Background: an optimization exercise with open tools, aiming at small area. Do not read the settings as production practice. Only simulation tests tie the RTL to the original design; equivalence was not proved.

Setup of v6:
## distortion_correction
module distortion_correction #(
    parameter DATA_WIDTH = 16,
    parameter H_RES = 1280,
    parameter V_RES = 720
)(
    input clk,
    input rst_n,
    input [15:0] fx, fy,
    input [15:0] cx, cy,
    input [15:0] k1, k2, k3,
    input valid_params,
    input [DATA_WIDTH-1:0] vin_data,
    input vin_de, vin_vs, vin_hs,
    input [9:0] pixel_x, pixel_y,
    output reg [DATA_WIDTH-1:0] vout_data,
    output reg vout_de, vout_vs, vout_hs,
    input [15:0] ram_rd_data,
    output reg [19:0] ram_rd_addr,
    output reg ram_rd_en
);
Size in the first run: about 1900 cells after synthesis, ~140 flip-flops, roughly 210 I/O pins, roughly 20000 sq um of cells after synthesis.
clock: 20.0 ns
lec_check: 0
cap_margin: 10
cell_pad_in_sites_detail_placement: 1
cell_pad_in_sites_global_placement: 1
core_margin: 2
core_utilization: 45
cts_buf_list: sky130_fd_sc_hd__clkbuf_8
slew_margin: 10
synth_hierarchical: 1
buffer_ports_args: -buffer_cell sky130_fd_sc_hd__buf_1
standard.sh (not shown) runs the stock make flow with config.mk's settings and CLKGATE_MAP_FILE= SYNTH_SCRIPT=/design/flow/synth_recipe.tcl, a recipe that flattens the netlist after the stock synthesis.
==> flow/flow/run.sh <==
#!/bin/bash
# The standard layout (standard.sh: standard synthesis and ORFS flow), with one
# change: the port buffers that ORFS inserts at global placement use the smallest
# buffer cell (sky130_fd_sc_hd__buf_1) instead of the default choice.
set -e
echo 'export BUFFER_PORTS_ARGS = -buffer_cell sky130_fd_sc_hd__buf_1' >> config.mk
bash standard.sh > standard.log 2>&1
v6 | stages: all done | timing, DRC, antenna: all pass
Here is what was changed in the inputs of v7 compared with v6.
- CAP_MARGIN: 10 -> 20
- SLEW_MARGIN: 10 -> 20
## What came out
- For v6, the highest layer used for signal routing was met5, unlike v7, where it was met4.
- Summary of v7 over v6: global-route wire length before repair shows no meaningful change; critical path data arrival time shows a reduction of 220 ps; routed metal-1 wire length shows an increase of 110 microns; setup slack shows an increase of 210 ps; synthesis-to-finish area growth shows an increase of 0.25 points.
- The faster design of the two is v7; v6 tops out lower.
- v6 and v7 ended up with roughly the same number of synthesized flops with an enable pin.

* * *

Setup of cedar:
distortion_correction, a different RTL version from the one above (not shown whole).
Size: ~2800 cells after synthesis, ~210 I/O pins, ~25000 um2 of cells after synthesis.
make LEC_CHECK=0 CAP_MARGIN=20 CORE_MARGIN=2 CORE_UTILIZATION=55 SLEW_MARGIN=20 SYNTH_HIERARCHICAL=1 finish   # period 20.0 ns
run.sh (not shown) runs the stock make flow with config.mk's settings and CLKGATE_MAP_FILE= SYNTH_SCRIPT=/design/flow/synth_recipe.tcl, a recipe that flattens the netlist after the stock synthesis.
Stock flow here: none of the scripts above is used.
Setup changes, cedar to maple
Settings: putting BUFFER_PORTS_ARGS at -buffer_cell sky130_fd_sc_hd__buf_1 where nothing was set.
==> flow/flow/run.sh (new file) <==
#!/bin/bash
# Standard layout, with the port buffers made from the smallest buffer cell.
set -e
cp standard.sh standard_sh.txt
cp config.mk config_orig.txt
echo 'export BUFFER_PORTS_ARGS = -buffer_cell sky130_fd_sc_hd__buf_1' >> config.mk
bash standard.sh > standard.log 2>&1
==> flow/standard.sh (new file) <==
#!/bin/bash
# synth_recipe.tcl (not shown) runs the flow's synth.tcl, then flattens the netlist and writes it again
# the make line also repeats each setting of config.mk as NAME=value (left out here)
make -C /OpenROAD-flow-scripts/flow DESIGN_CONFIG=/design/flow/config.mk WORK_HOME=/design/flow/orfs CLKGATE_MAP_FILE= SYNTH_SCRIPT=/design/flow/synth_recipe.tcl "${@:-finish}"
removed: flow/run.sh
Findings:
The flow did not stop early for maple: all stages ran, and the layout cleared the timing, DRC and antenna checks. The post-detailed-route via-to-cell ratio was comparable across maple and cedar. maple ended with more maximum achievable frequency than cedar. Looking at number of cells on the worst reg-to-reg path, maple sits below cedar. Comparing maple and cedar, the lower measured slew at the worst slew-check pin is on cedar. Summary of the comparison: worst setup slack is higher in maple, relative to cedar. Full die area came out exactly the same in maple and cedar. Compared to cedar, the routing of maple uses less wire. Delta(area growth from synthesis to layout, maple - cedar) < 0.

-- re-timing with driven ports --
How much do the figures lean on ideal ports? The routed layouts below were timed once more, with nothing changed but the port constraints. Step 1, drivers: a clkbuf_16 drives clk and a buf_2 each remaining input, both assumed. Step 2 moves the port delays by t, midway between the first and last clock arrival at a register: inputs arrive t later, outputs are due t later. That takes back most of the time a late clock gives input paths. a / b / c = no drivers / after step 1 / after step 2; a / b = the first two.
| run | t (ns) | setup slack, ns | hold slack, ns | clock arrival spread, ns | pins driven straight from the clock port |
|---|---|---|---|---|---|
| v6 | 0.509 | 1.847 / 1.847 / 1.847 | 0.345 / 0.345 / 0.345 | 0.022 / 0.022 | 1 |
| v7 | 0.503 | 2.053 / 2.053 / 2.053 | 0.350 / 0.350 / 0.350 | 0.021 / 0.020 | 1 |
| cedar | 0.476 | 1.158 / 1.175 / 0.699 | 0.353 / 0.353 / 0.353 | 0.010 / 0.010 | 1 |
| maple | 0.472 | 1.583 / 1.601 / 1.129 | 0.350 / 0.350 / 0.350 | 0.007 / 0.007 | 1 |
After both steps every run listed still meets setup and hold. The setup slack of cedar, which loses most, moves by +0.017 ns with the drivers and by -0.459 ns with both steps.
